What follows belongs to an exercise in optimizing a design on an open flow for small area and a short achievable clock period; a production flow would make more cautious choices.
In this exercise RTL edits were held to simulation tests only and were not proved equivalent to the original.
Power and IR drop assume default switching activity.

==> design.v <==
`timescale 1ns / 1ps
module full_adder(
    in1, in2, cin, sum, cout);
    input in1, in2, cin;
    output sum, cout;
    wire xor_in1in2;
    wire and_in1in2;
    wire and_in1in2cin;
    xor g1 (xor_in1in2, in1, in2);    
    xor g2 (sum, xor_in1in2, cin);    
    and g3 (and_in1in2, in1, in2); 
    and g4 (and_in1in2cin,xor_in1in2, cin); 
    or  g5 (cout, and_in1in2, and_in1in2cin);
endmodule
`timescale 1ns / 1ps
module jk_ff(
    clk, J, K, Q);
    input clk, J, K;
    output Q;
    reg Q;
always @ (posedge(clk))
    begin
        case({J,K})
        2'b00: Q<=Q;
        2'b01: Q<=0;
        2'b10: Q<=1;
        2'b11: Q<=~Q;
        default : Q<=0;    
        endcase
    end
endmodule
`timescale 1ns / 1ps
module sift_out_full_adder(
    clk, in1, in2, cin, K, sum, cout);
    parameter N=3;
    input [N-1:0] in1, in2, cin;
    input K, clk;
    output sum, cout;
    wire m12, m13, m23;
    wire m12_or, m13_or, m23_or;
    wire [N-1:0] sum_, cout_;
    wire f1, f2, f3;
    wire q1, q2, q3;
    wire m12_c, m13_c, m23_c;
    wire m12_or_c, m13_or_c, m23_or_c;
    wire f1_c, f2_c, f3_c;
    wire q1_c, q2_c, q3_c;
    wire m1, m2, m3, m1_c, m2_c, m3_c;
    full_adder fa1(in1[0], in2[0], cin[0], sum_[0], cout_[0]);
    full_adder fa2(in1[1], in2[1], cin[1], sum_[1], cout_[1]);
    full_adder fa3(in1[2], in2[2], cin[2], sum_[2], cout_[2]);
    xor g1 (m12, sum_[0], sum_[1]);
    xor g2 (m23, sum_[1], sum_[2]);
    xor g3 (m13, sum_[2], sum_[0]);
    or  g4 (m12_or, m12, q1, q2);
    or  g5 (m23_or, m23, q2, q3);
    or  g6 (m13_or, m13, q1, q3);
    and g7 (f1, m12_or, m13_or);
    and g8 (f2, m23_or, m12_or);
    and g9 (f3, m13_or, m23_or);
    jk_ff jk_f1 (clk, f1, K, q1);             
    jk_ff jk_f2 (clk, f2, K, q2);             
    jk_ff jk_f3 (clk, f3, K, q3); 
    or  g10 (m1, f1, sum_[0]);            
    or  g11 (m2, f2, sum_[1]);            
    or  g12 (m3, f3, sum_[2]);            
    and g13 (sum, m1, m2, m3);
    xor g1_c (m12_c, cout_[0], cout_[1]);
    xor g2_c (m23_c, cout_[1], cout_[2]);
    xor g3_c (m13_c, cout_[2], cout_[0]);
    or  g4_c (m12_or_c, m12_c, q1_c, q2_c);
    or  g5_c (m23_or_c, m23_c, q2_c, q3_c);
    or  g6_c (m13_or_c, m13_c, q1_c, q3_c);
    and g7_c (f1_c, m12_or_c, m13_or_c);
    and g8_c (f2_c, m23_or_c, m12_or_c);
    and g9_c (f3_c, m13_or_c, m23_or_c);
    jk_ff jk_f1_c (clk, f1_c, K, q1_c);             
    jk_ff jk_f2_c (clk, f2_c, K, q2_c);             
    jk_ff jk_f3_c (clk, f3_c, K, q3_c); 
    or  g10_c (m1_c, f1_c, cout_[0]);            
    or  g11_c (m2_c, f2_c, cout_[1]);            
    or  g12_c (m3_c, f3_c, cout_[2]);            
    and g13_c (cout, m1_c, m2_c, m3_c);
endmodule
`timescale 1ns / 1ps
module sift_out_adder(
    clk, in1, in2, cin, K, sum, cout);
    parameter adder_width=32;
    parameter N=3;    
    parameter THR=4;   
    input [N*adder_width-1:0] in1; 
    input [N*adder_width-1:0] in2;     
    input [N-1:0] cin;
    input clk, K;
    output [adder_width-1:0] sum; 
    output cout;
    wire [adder_width:0] cout_; 
    assign cout_[0]=cin[0]; 
    genvar i, k;
    generate
        for (i=0; i<adder_width; i=i+1) begin : bit_
            wire [N-1:0] a, b, c;
            for (k=0; k<N; k=k+1) begin : mod_
                assign a[k] = in1[k*adder_width+i];
                assign b[k] = in2[k*adder_width+i];
            end
            if (i == 0) begin : c0
                assign c = cin;
            end else begin : cn
                assign c = {N{cout_[i]}};
            end
            sift_out_full_adder fa(clk, a, b, c, K, sum[i], cout_[i+1]);
        end
    endgenerate
    assign cout=cout_[adder_width]; 
endmodule
==> run.sh <==
#!/bin/bash
# synth_recipe.tcl (not shown) runs the flow's synth.tcl, then flattens the netlist and writes it again
# the make line also repeats each setting of config.mk as NAME=value (left out here)
make -C /OpenROAD-flow-scripts/flow DESIGN_CONFIG=/design/flow/config.mk WORK_HOME=/design/flow/orfs CLKGATE_MAP_FILE= SYNTH_SCRIPT=/design/flow/synth_recipe.tcl finish
==> config.mk <==
export PLATFORM = sky130hd
export DESIGN_NAME = sift_out_adder
export DESIGN_NICKNAME = sift_out_adder
export VERILOG_FILES = /design/flow/design.v
export SDC_FILE = /design/flow/constraint.sdc
export NUM_CORES = 4
export LEC_CHECK = 0
export CAP_MARGIN = 20
export CORE_MARGIN = 2
export CORE_UTILIZATION = 40
export SLEW_MARGIN = 20
==> constraint.sdc <==
create_clock -name core_clock -period 60.0 [get_ports {clk}]
set_input_delay 12.0000 -clock core_clock [delete_from_list [all_inputs] [get_ports {clk}]]
set_output_delay 12.0000 -clock core_clock [all_outputs]
set_load 0.01 [all_outputs]
==> metrics.md <==
| Metric | Value |
|---|---|
| Row cnt | `75` |
| Fin Setup TNS | `0 ns` |
| Rel. slew slack | `0.465` |
| Die height | `210 um` |
| Compound-gate portion of the synthesized area | `0.142` |
| GR Overflow Total | `0` |
| Cell Pwr Density | `43.1 mW/mm2` |
| Hold WC Path Type | `reg2reg` |
| CTS Buffer Depth | `2` |
| Hold Path Sink | `bit_[29].fa.jk_f1.Q` |
| Clock root cell | `clkbuf_16` |
| RePlAce Congestion | `0.893` |
| Total Power | `0.864 mW` |
| Crit Path Category | `in2out` |
| FF-to-FF path depth | `96` |
| Register-to-register path setup slack | `29.23 ns` |
| Via density | `5.71` |
| Cell taking the most area after synthesis | `edfxtp_1` |
| Post-Syn Nets | `2150` |
| Via count | `14800` |
| Status | `timing/DRC/antenna clean` |
| Clock sink count | `192` |
| Final-layout fill cell count | `3876` |
| Initial antenna violation count | `11` |
| Slowest stage delay, CP | `0.62 ns` |
| Largest net degree at the start of global routing | `143` |
| # Post-CTS Setup Buffers | `0` |
| CP arrival | `43.10 ns` |
| Final ANT Viol Nets | `0` |
| Drt total wl | `39100 um` |
| Critical path startpoint category | `primary input` |
| RSZ-0062 raised after global routing | `no` |
| Worst vdd ir | `0.0000212 V` |
| Proportion of synthesized area in mux cells | `0.0165` |
| Synth top area share | `0.339` |
| Crit. End Element | `output port` |
| Share of layout cells above drive strength 1 | `0.0152` |
| RR Startpoint | `bit_[0].fa.jk_f2_c.Q` |
| Syn-to-layout area delta | `17.8%` |
| Warnings, synthesis | `1` |
| DRT iter0 DRCs | `817` |
| Vias in the first global route | `14000` |
| Worst Path Max Fanout | `6` |
| Req. time, crit path | `48.00 ns` |
| CTS Buf Count | `17` |
| Per-cell routed wire length | `15.1 um` |
| Die width | `210 um` |
| Synth cell types | `23` |
| GRT Total Usage | `0.180` |
| Leakage | `6.96 nW` |
| # H-tree levels | `4` |
| Final Max Slew Viols | `0` |
| Worst-Skew Late Latency | `0.49 ns` |
| Synthesized area | `0.0170 mm2` |
| Worst Max-Slew Pin Slew | `0.803 ns` |
| Largest family of logic cells by synthesized area | `simple AND/OR/NAND/NOR gates` |
| Finished Layout Cells | `2585` |
| DRC | `0` |
| Final period util | `0.918` |
| Hold_buf cts | `0` |
| Area share of and/or/nand/nor cells after synthesis | `0.335` |
| Hpwl dp | `29600 um` |
| CP max-delay cell | `fa_1` |
| Clock slew at reported path FFs | `0.07 ns` |
| Count of input and output buffers | `229` |
| Cell family with most CP delay | `adder cells` |
| Layout Nets | `2321` |
| Post-CTS sizing | `0` |
| Area share of fa/ha/maj cells after synthesis | `0.113` |
| Final setup viols | `0` |
| CTS tree | `built` |
| Part of the Yosys area used for sequential elements | `0.339` |
| Capture point of the worst reg-to-reg path | `bit_[31].fa.jk_f3.Q` |
| Hold violation total from the final report | `0` |
| Fmax | `18.1 MHz` |
| Ranking of synthesized cells by area | `edfxtp_1 34%, fa_1 11%, o31a_1 7.8%, or4_1 6.8%, nor2_1 5.6%` |
| IO Pins | `230` |
| Max cap viols | `0` |
| HP Start | `bit_[29].fa.jk_f1.Q` |
| Core area | `0.0419 mm2` |
| XOR/XNOR share of the synthesized area | `0.0211` |
| DIE AREA | `0.0442 mm2` |
| Drt first pass iters | `5` |
| Bufs and invs on worst path | `2` |
| Register bit total from synthesis | `192` |
| Initial Utilization | `0.406` |
| Mapped Cells | `1857` |
| First-pass GRT wire length | `65300 um` |
| Clk_skew | `0.0102 ns` |
| Crit path time final | `55.10 ns` |
| Syn_area_per_cell | `9.16 um2` |
| Hold path depth | `1` |
| Inst Count DP | `2547` |
-- registers in the layout, summed over array words and instances, names as in the netlist --
signal / count
bit_.fa.jk_f1.Q: 32
bit_.fa.jk_f2_c.Q: 32
bit_.fa.jk_f3.Q: 32
bit_.fa.jk_f1_c.Q: 32
bit_.fa.jk_f3_c.Q: 32
bit_.fa.jk_f2.Q: 32
-- cells by family after synthesis --
logic type,Yosys count
mux,28
flops,192
simple gates,1082
fa+ha+maj,96
buf+inv,86
xor+xnor,41
compound gates,332
-- cell type report --
type	count	area (um2)	share of cell area
clock inverter	12	100	0.00500
tap	539	674	0.0337
sequential	192	5770	0.288
multi-input combinational	1579	10700	0.533
timing repair buffer	232	2340	0.117
inverter	6	22.5	0.00112
clock buffer	19	433	0.0216
antenna	6	15.0	0.000749
-- power by group --
group          switching (mW)  internal [mW]
sequential              0.104          0.253
combinational           0.186          0.207
clock                  0.0539         0.0597
total                   0.344          0.520
-- per-layer routing --
layer | routed length [um] | vias up | global-route usage | part of all wire
met3 | 2390 | 60 | 0.0569 | 0.061
li1 | - | 7478 | - | -
met4 | 892 | 10 | 0.0695 | 0.023
met1 | 17100 | 6968 | 0.216 | 0.44
met5 | 72 | - | 0 | 0.0018
met2 | 18600 | 253 | 0.302 | 0.48
-- cells in the mapped netlist (all sizes together) --
master	instances
mux2i	28
clkbuf	9
nor4	64
xor2	41
or4	155
nand2	192
a211oi	9
nor3	110
buf	71
o22ai	101
a21oi	64
o31a	155
nand2b	153
nor2	256
edfxtp	192
inv	6
and3	152
fa	96
o221a	3
-- how the worst max path moves through the flow --
stage | start | cells after the start | slack (ns) | endpoint
6_report | in1[32] | 98 | 4.90 | sum[31]
4_1_cts | in1[32] | 98 | 4.94 | sum[31]
2_1_floorplan | in1[32] | 97 | 8.91 | sum[31]
3_3_place_gp | in1[32] | 98 | 5.93 | sum[31]
5_1_grt | in1[32] | 98 | 1.99 | sum[31]
3_5_place_dp | in1[32] | 98 | 4.95 | sum[31]
-- worst register-to-register path: cells and delay by family, from the launching register on --
kind	cells	cell delay (ns)
AOI/OAI and AO/OA	37	6.62
DFF	1	0.47
adders and majority gates	31	15.32
and+or+nand+nor	28	8.14
-- stage by stage --
| step | area [um2] | setup slack, ns | util | hold slack, ns |
|---|---|---|---|---|
| 4_1_cts | 20000 | 4.94 | 0.477 | 0.647 |
| 5_1_grt | 20000 | 1.99 | 0.478 | 0.668 |
| 3_5_place_dp | 19500 | 4.95 | 0.464 | 0.633 |
| 6_report | 20000 | 4.90 | 0.478 | 0.648 |
| 2_1_floorplan | 17000 | 8.91 | - | 0.602 |
| 3_3_place_gp | 19500 | 5.93 | 0.464 | 0.623 |
-- cell usage in the layout, fill, tap and decap left out --
master	netlist	routed
or4_1	155	155
edfxtp_1	192	192
mux2i_1	28	28
diode_2	0	6
o221a_1	3	3
nor3_1	110	110
bufinv_16	0	2
o22ai_1	101	101
buf_8	0	1
buf_6	12	1
clkinv_1	0	8
inv_2	3	3
inv_1	3	3
o31a_1	152	152
clkinv_2	0	2
clkbuf_16	0	17
buf_16	0	1
buf_4	32	1
a211oi_1	9	9
fa_1	96	96
nand2b_1	153	153
a21oi_1	64	64
nor2_1	256	256
o31a_2	3	3
nand2_1	192	192
clkbuf_1	9	2
and3_1	152	152
xor2_1	41	41
clkdlybuf4s50_1	0	228
nor4_1	64	64

[static timing again, ports no longer ideal]
Ports are ideal in the flow. The routed layout listed here was re-timed in OpenROAD.
Step 1 sets driving cells, clkbuf_16 on the clock port and buf_2 on the other inputs (assumed; they add their load-dependent delay and slew).
Step 2, shift: input delay + t, output delay - t, t = (earliest + latest rising clock arrival at the registers) / 2. This alone moves slack from input paths to output paths.
a / b / c = ideal ports / drivers / drivers and shift; a / b = the first two.
t, ns: 0.539
setup WS [ns]: 4.900 / 4.878 / 4.878
worst hold slack (ns): 0.648 / 0.648 / 0.648
After both steps setup and hold are still met in this run. For this run, drivers alone change the setup slack by -0.022 ns; drivers and shift together by -0.022 ns.
